This design comes from an exercise in tuning for small area on the open sky130 flow, not from production work.
Only simulation tests tie the RTL to the original design; equivalence was not proved.

==> run a: inputs <==
// top_sp
module top_sp(
    input reset, clk,
    input spi_miso,
    output spi_mosi,
    output spi_sck,
    output spi_cs,
    output [15:0] ch4_data
    );
==> module top_sp, before the edit <==
module top_sp(
    input reset, clk,
    input spi_miso,
    output spi_mosi,
    output spi_sck,
    output spi_cs,
    output [15:0] ch4_data
    );
reg        rst_q;       
reg        first;
reg  [5:0] hi;
reg  [4:0] lo;
reg  [8:0] sr;          
reg [11:0] ch4;
wire       infr = (hi[5:2] == 4'd0);     
wire [1:0] k    = hi[1:0];               
wire       act  = infr & ~lo[4];         
wire       fin  = infr & (lo == 5'd16);  
wire last_blk = first ? (lo == ((infr && k == 2'd3) ? 5'd20 : 5'd28))
                      : (lo == 5'd16 || (hi == 6'd32 && lo == 5'd1));
always @(posedge clk) begin
  rst_q <= ~reset;
  if (rst_q) begin
    first <= 1'b1;
    hi    <= 6'd43;
    lo    <= 5'd0;
  end else if (last_blk) begin
    lo <= 5'd0;
    hi <= hi + 6'd1;
    if (infr && k == 2'd3) first <= 1'b0;
  end else
    lo <= lo + 5'd1;
end
wire sh = infr & lo[0] & (
            (act & (~k[1] | (first & ~k[0]))) |
            (lo == 5'd1) |
            (first & k == 2'd1 & lo >= 5'd17 & lo <= 5'd25) |
            (first & k == 2'd2 & lo == 5'd17));
always @(posedge clk)
  if (sh) sr <= {sr[7:0], spi_miso};
wire cn = ~rst_q & infr & (k == 2'd1) & (lo == {first, 4'd11});
wire cb = ~rst_q & infr & (k == 2'd2) & (lo == {first, 4'd11});
always @(posedge clk) begin
  if (!reset) ch4 <= 12'h000;
  else begin
    if (cn) ch4[11:8] <= sr[8:5];
    if (cb) ch4[7:0]  <= sr[8:1];
  end
end
wire mc = act & ((k == 2'd1 & (lo[3:1] == 3'd5 | lo[3:1] == 3'd6)) |
                 (k == 2'd2 & lo[3:2] == 2'd0));
wire sel7 = ~k[1] | (first & ~k[0]);
assign spi_sck  = act & lo[0];
assign spi_mosi = mc | (fin & (sel7 ? sr[7] : sr[0]));
assign spi_cs   = rst_q | (first & ~infr) |
                  (hi == 6'd63 & lo >= 5'd10) |
                  (hi == 6'd0 & (lo <= 5'd9 | (first & lo <= 5'd25)));
assign ch4_data = {4'h0, ch4};
endmodule
export LEC_CHECK = 0
export CAP_MARGIN = 20
export CORE_MARGIN = 2
export CORE_UTILIZATION = 40
export PLACE_DENSITY = 0.6
export SLEW_MARGIN = 20
create_clock -name core_clock -period 10.0 [get_ports {clk}]
standard.sh (not shown) runs the stock make flow with config.mk's settings and CLKGATE_MAP_FILE= SYNTH_SCRIPT=/design/flow/synth_recipe.tcl, a recipe that flattens the netlist after the stock synthesis.
==> flow/flow/run.sh <==
#!/bin/bash
# Standard layout, with two changes: the port buffers are the smallest
# buffer (buf_1), and clock tree synthesis inserts no dummy loads.
set -o pipefail
export BUFFER_PORTS_ARGS="-buffer_cell sky130_fd_sc_hd__buf_1"
export CTS_ARGS="-sink_clustering_enable -repair_clock_nets -dont_use_dummy_load -buf_list sky130_fd_sc_hd__clkbuf_4 -sink_clustering_size 20 -sink_clustering_max_diameter 100"
bash standard.sh > standard.log 2>&1
==> inputs of run b, as changes to run a <==
==> flow/flow/run.sh (replaced) <==
#!/bin/bash
# Layout flow: the standard flow (standard.sh), with three changes:
#  1. after the standard synthesis, the combinational logic between the
#     flip-flops is mapped again by ABC with an area script (reopt.tcl);
#     the flip-flops keep their instances, names and cell types;
#  2. the port buffers are the smallest buffer (buf_1);
#  3. clock tree synthesis inserts no dummy loads.
# reopt.v is used only if yosys proves it equivalent to the standard netlist.
# Each tool's output goes to a log file of its own in this folder.
set -euo pipefail
export BUFFER_PORTS_ARGS="-buffer_cell sky130_fd_sc_hd__buf_1"
export CTS_ARGS="${CTS_ARGS_OVERRIDE:--sink_clustering_enable -repair_clock_nets -dont_use_dummy_load -buf_list sky130_fd_sc_hd__clkbuf_8 -sink_clustering_size 40 -sink_clustering_max_diameter 200}"
here=$PWD
res=$here/orfs/results/$FLOW_PLATFORM/top_sp/base

bash standard.sh synth > synth.log 2>&1

YOSYS=yosys
[ -x "$FLOW_HOME/../tools/install/yosys/bin/yosys" ] && YOSYS="$FLOW_HOME/../tools/install/yosys/bin/yosys"
cp "$res/1_2_yosys.v" "$here/standard_synth.v"
LIB="$FLOW_HOME/platforms/$FLOW_PLATFORM/lib/sky130_fd_sc_hd__tt_025C_1v80.lib" \
IN="$here/standard_synth.v" OUT="$here/reopt.v" ABCSCR="$here/flow/area.scr" \
DONTUSE="$(sed -n '/DONT_USE_CELLS/,/^#/p' "$FLOW_HOME/platforms/$FLOW_PLATFORM/config.mk" | grep -o 'sky130_fd_sc_hd__\w*' | tr '\n' ' ')" \
  "$YOSYS" -c "$here/flow/reopt.tcl" > reopt.log 2>&1
# keep the re-mapped netlist only if yosys proves it equivalent to the standard one
ln -sf "$FLOW_HOME/platforms/$FLOW_PLATFORM/lib/sky130_fd_sc_hd__tt_025C_1v80.lib" "$here/lib.lib"
if "$YOSYS" -s "$here/flow/equiv.ys" > equiv.log 2>&1; then
  cp "$here/reopt.v" "$res/1_2_yosys.v"
else
  echo "re-mapped netlist not proven equivalent; keeping the standard one" >> equiv.log
fi
rm -f "$res/1_synth.odb" "$res/1_synth.sdc"

bash standard.sh > standard.log 2>&1
==> flow/flow/area.scr (new file) <==
strash; &get -n; &deepsyn -T 20; &put; dch -f; amap; topo
==> flow/flow/equiv.ys (new file) <==
# Proves reopt.v equivalent to the standard synthesis netlist (same registers).
read_liberty -ignore_miss_func lib.lib
read_verilog standard_synth.v
rename top_sp gold
read_verilog reopt.v
rename top_sp gate
flatten
opt_clean
equiv_make gold gate equiv
hierarchy -top equiv
equiv_simple -seq 2
equiv_induct
equiv_status -assert
==> flow/flow/reopt.tcl (new file) <==
# Re-map the combinational logic of the standard synthesis netlist for area.
# Flip-flops stay as they are: same instances, names and cell types.
yosys -import
set lib $::env(LIB)
read_liberty -ignore_miss_func $lib
read_verilog $::env(IN)
hierarchy -top top_sp
set seq {}
foreach c [lsort -unique [regexp -all -inline {sky130_fd_sc_hd__\w+} [read [open $::env(IN)]]]] {
  if {[regexp {__(df|edf|sdf|dl|sedf)} $c]} { lappend seq $c }
}
foreach c $seq { setattr -mod -set keep_hierarchy 1 $c }
flatten
opt -purge
set du {}
foreach c $::env(DONTUSE) { lappend du -dont_use $c }
abc -liberty $lib {*}$du -script $::env(ABCSCR)
opt_clean -purge
hilomap -singleton -hicell sky130_fd_sc_hd__conb_1 HI -locell sky130_fd_sc_hd__conb_1 LO
splitnets
opt_clean -purge
yosys rename -enumerate -pattern _ro%_ w:$*
yosys rename -enumerate -pattern _rc%_ c:$*
blackbox sky130_fd_sc_hd__*
tee -o $::env(OUT).stat stat -liberty $lib
write_verilog -noattr -nohex -nodec $::env(OUT)
==> inputs of run c, as changes to run a <==
==> flow/design.v (replaced) <==
module top_sp(
    input reset, clk,
    input spi_miso,
    output spi_mosi,
    output spi_sck,
    output spi_cs,
    output [15:0] ch4_data
    );
reg        rst_q;        
reg [10:0] c;
reg [8:0]  sr;
reg [11:0] ch4;
wire cs_dec = (c >= 11'd998 && c <= 11'd1014) |
    (c >= 11'd1331 && c <= 11'd1965);
wire sck_dec = (c == 11'd1006) |
    (c == 11'd1008) |
    (c == 11'd1010) |
    (c == 11'd1012) |
    (c == 11'd1014) |
    (c == 11'd1016) |
    (c == 11'd1018) |
    (c == 11'd1020) |
    (c == 11'd1023) |
    (c == 11'd1025) |
    (c == 11'd1027) |
    (c == 11'd1029) |
    (c == 11'd1031) |
    (c == 11'd1033) |
    (c == 11'd1035) |
    (c == 11'd1037) |
    (c == 11'd1040) |
    (c == 11'd1042) |
    (c == 11'd1044) |
    (c == 11'd1046) |
    (c == 11'd1048) |
    (c == 11'd1050) |
    (c == 11'd1052) |
    (c == 11'd1054) |
    (c == 11'd1057) |
    (c == 11'd1059) |
    (c == 11'd1061) |
    (c == 11'd1063) |
    (c == 11'd1065) |
    (c == 11'd1067) |
    (c == 11'd1069) |
    (c == 11'd1071) |
    (c == 11'd1941) |
    (c == 11'd1943) |
    (c == 11'd1945) |
    (c == 11'd1947) |
    (c == 11'd1949) |
    (c == 11'd1951) |
    (c == 11'd1953) |
    (c == 11'd1955) |
    (c == 11'd1970) |
    (c == 11'd1972) |
    (c == 11'd1974) |
    (c == 11'd1976) |
    (c == 11'd1978) |
    (c == 11'd1980) |
    (c == 11'd1982) |
    (c == 11'd1984) |
    (c == 11'd1999) |
    (c == 11'd2001) |
    (c == 11'd2003) |
    (c == 11'd2005) |
    (c == 11'd2007) |
    (c == 11'd2009) |
    (c == 11'd2011) |
    (c == 11'd2013) |
    (c == 11'd2028) |
    (c == 11'd2030) |
    (c == 11'd2032) |
    (c == 11'd2034) |
    (c == 11'd2036) |
    (c == 11'd2038) |
    (c == 11'd2040) |
    (c == 11'd2042);
wire mc = (c >= 11'd1032 && c <= 11'd1035) |
    (c >= 11'd1039 && c <= 11'd1042) |
    (c >= 11'd1979 && c <= 11'd1982) |
    (c >= 11'd1998 && c <= 11'd2001);
wire e7 = (c == 11'd1021) |
    (c == 11'd1038) |
    (c == 11'd1956) |
    (c == 11'd1985) |
    (c == 11'd2014);
wire e0 = (c == 11'd1055) |
    (c == 11'd1072) |
    (c == 11'd2043);
wire sh = (c == 11'd1006) |
    (c == 11'd1008) |
    (c == 11'd1010) |
    (c == 11'd1012) |
    (c == 11'd1014) |
    (c == 11'd1016) |
    (c == 11'd1018) |
    (c == 11'd1020) |
    (c == 11'd1023) |
    (c == 11'd1025) |
    (c == 11'd1027) |
    (c == 11'd1029) |
    (c == 11'd1031) |
    (c == 11'd1033) |
    (c == 11'd1035) |
    (c == 11'd1037) |
    (c == 11'd1040) |
    (c == 11'd1057) |
    (c == 11'd1941) |
    (c == 11'd1943) |
    (c == 11'd1945) |
    (c == 11'd1947) |
    (c == 11'd1949) |
    (c == 11'd1951) |
    (c == 11'd1953) |
    (c == 11'd1955) |
    (c == 11'd1970) |
    (c == 11'd1972) |
    (c == 11'd1974) |
    (c == 11'd1976) |
    (c == 11'd1978) |
    (c == 11'd1980) |
    (c == 11'd1982) |
    (c == 11'd1984) |
    (c == 11'd1986) |
    (c == 11'd1988) |
    (c == 11'd1990) |
    (c == 11'd1992) |
    (c == 11'd1994) |
    (c == 11'd1999) |
    (c == 11'd2001) |
    (c == 11'd2003) |
    (c == 11'd2005) |
    (c == 11'd2007) |
    (c == 11'd2009) |
    (c == 11'd2011) |
    (c == 11'd2013) |
    (c == 11'd2015) |
    (c == 11'd2028);
wire cn = (c == 11'd1033) |
    (c == 11'd1996);
wire cb = (c == 11'd1050) |
    (c == 11'd2025);
always @(posedge clk) begin
  rst_q <= ~reset;
  if (rst_q) c <= 11'd1331;
  else if (c == 11'd1072) c <= 11'd0;
  else c <= c + 11'd1;
end
always @(posedge clk)
  if (sh) sr <= {sr[7:0], spi_miso};
always @(posedge clk) begin
  if (!reset) ch4 <= 12'h000;
  else begin
    if (cn && !rst_q) ch4[11:8] <= sr[8:5];
    if (cb && !rst_q) ch4[7:0]  <= sr[8:1];
  end
end
assign spi_cs   = cs_dec | rst_q;
assign spi_sck  = sck_dec;
assign spi_mosi = mc | (e7 & sr[7]) | (e0 & sr[0]);
assign ch4_data = {4'h0, ch4};
endmodule
==> flow/run.sh (new file) <==
#!/bin/bash
# synth_recipe.tcl (not shown) runs the flow's synth.tcl, then flattens the netlist and writes it again
# the make line also repeats each setting of config.mk as NAME=value (left out here)
make -C /OpenROAD-flow-scripts/flow DESIGN_CONFIG=/design/flow/config.mk WORK_HOME=/design/flow/orfs CLKGATE_MAP_FILE= SYNTH_SCRIPT=/design/flow/synth_recipe.tcl finish
removed: flow/flow/run.sh
removed: flow/standard.sh
==> impl_metrics.toml <==
[run_status]
outcome = "finished clean"

[worst_setup_path]
timing.critical_path.depth = 8

[placed_design]
hpwlAfterDp_um = 2470

[global_routing]
gr-usage-met2_pct = 26.3

[clock_tree]
clk_latency_ns = 0.33

[die]
floorplan.initialDensity_pct = 41.6

[synth]
yosys.cell_count.top_type = "sky130_fd_sc_hd__dfxtp_1"
yosys.area.top_type_share_pct = 30.1
synth.cell_area_um2 = 1660

[cells_and_area]
seq-cell-share_pct = 43.0
multi_input_gate_share_of_total_cell_area_pct = 46.0
finalNonFillerCells = 232

[drt]
postRouteWirelength_um = 3350
That was run a.
==> impl_metrics.toml <==
[run_status]
outcome = "finished clean"

[drt]
postRouteWirelength_um = 2680

[cells_and_area]
multi_input_gate_share_of_total_cell_area_pct = 31.9
seq-cell-share_pct = 50.4

[synth]
synth.cell_area_um2 = 1320

[sta]
final.min_clock_period_ns = 3.86

[clock_tree]
holdBufCountCts = 0
clk_latency_ns = 0.28

[worst_setup_path]
wp_buf_inv = 3

[die]
floorplan.initialDensity_pct = 42.6

[global_routing]
gr-usage-met2_pct = 26.9

[power]
sw_frac_of_total_pct = 19.8

[placed_design]
hpwlAfterDp_um = 2040
That was run b.
==> impl_metrics.toml <==
[worst_setup_path]
timing.critical_path.depth = 6
worst_setup_path_startpoint = "c[4]"
regToRegSetupSlack_ns = 7.32

[synth]
yosys.cell_count.top_type = "sky130_fd_sc_hd__nor2_1"
synth.cell_area_um2 = 1980

[cells_and_area]
finalNonFillerCells = 307
seq-cell-share_pct = 33.4
multi_input_gate_share_of_total_cell_area_pct = 49.7

[placed_design]
hpwlAfterDp_um = 3240

[drt]
postRouteWirelength_um = 4620

[run_status]
outcome = "finished clean"

[global_routing]
gr-usage-met2_pct = 24.2

[clock_tree]
clk_latency_ns = 0.28

[die]
floorplan.initialDensity_pct = 41.6
That was run c.

-- re-timing with driven ports --
The flow's constraints put no driver on any port. The routed layouts listed below were extracted and timed again, unchanged, in two steps. Step 1 assumes that a clkbuf_16 drives the clock port and a buf_2 every other input. Step 2 adds t to the input delays and takes it off the output delays; t is the mean of the earliest and latest rising clock arrival at the registers after step 1. Input paths then give back, and output paths get back, about the clock's delay inside the block. Slacks: no drivers / after step 1 / after step 2; pairs: no drivers / after step 1.
run	t, ns	slack for setup (ns)	worst setup path after step 2	clock arrival spread, ns	worst slew at a driven data input, ns
run a	0.351	5.902 / 5.878 / 6.229	register to output	0.012 / 0.012	0.03
run b	0.298	6.136 / 6.111 / 5.982	input to register	0.019 / 0.019	0.03
run c	0.302	5.058 / 5.035 / 5.337	register to output	0.007 / 0.006	0.03
After both steps setup and hold are still met in every run listed. The setup slack of run b, which loses most, moves by -0.025 ns with the drivers and by -0.154 ns with both steps.
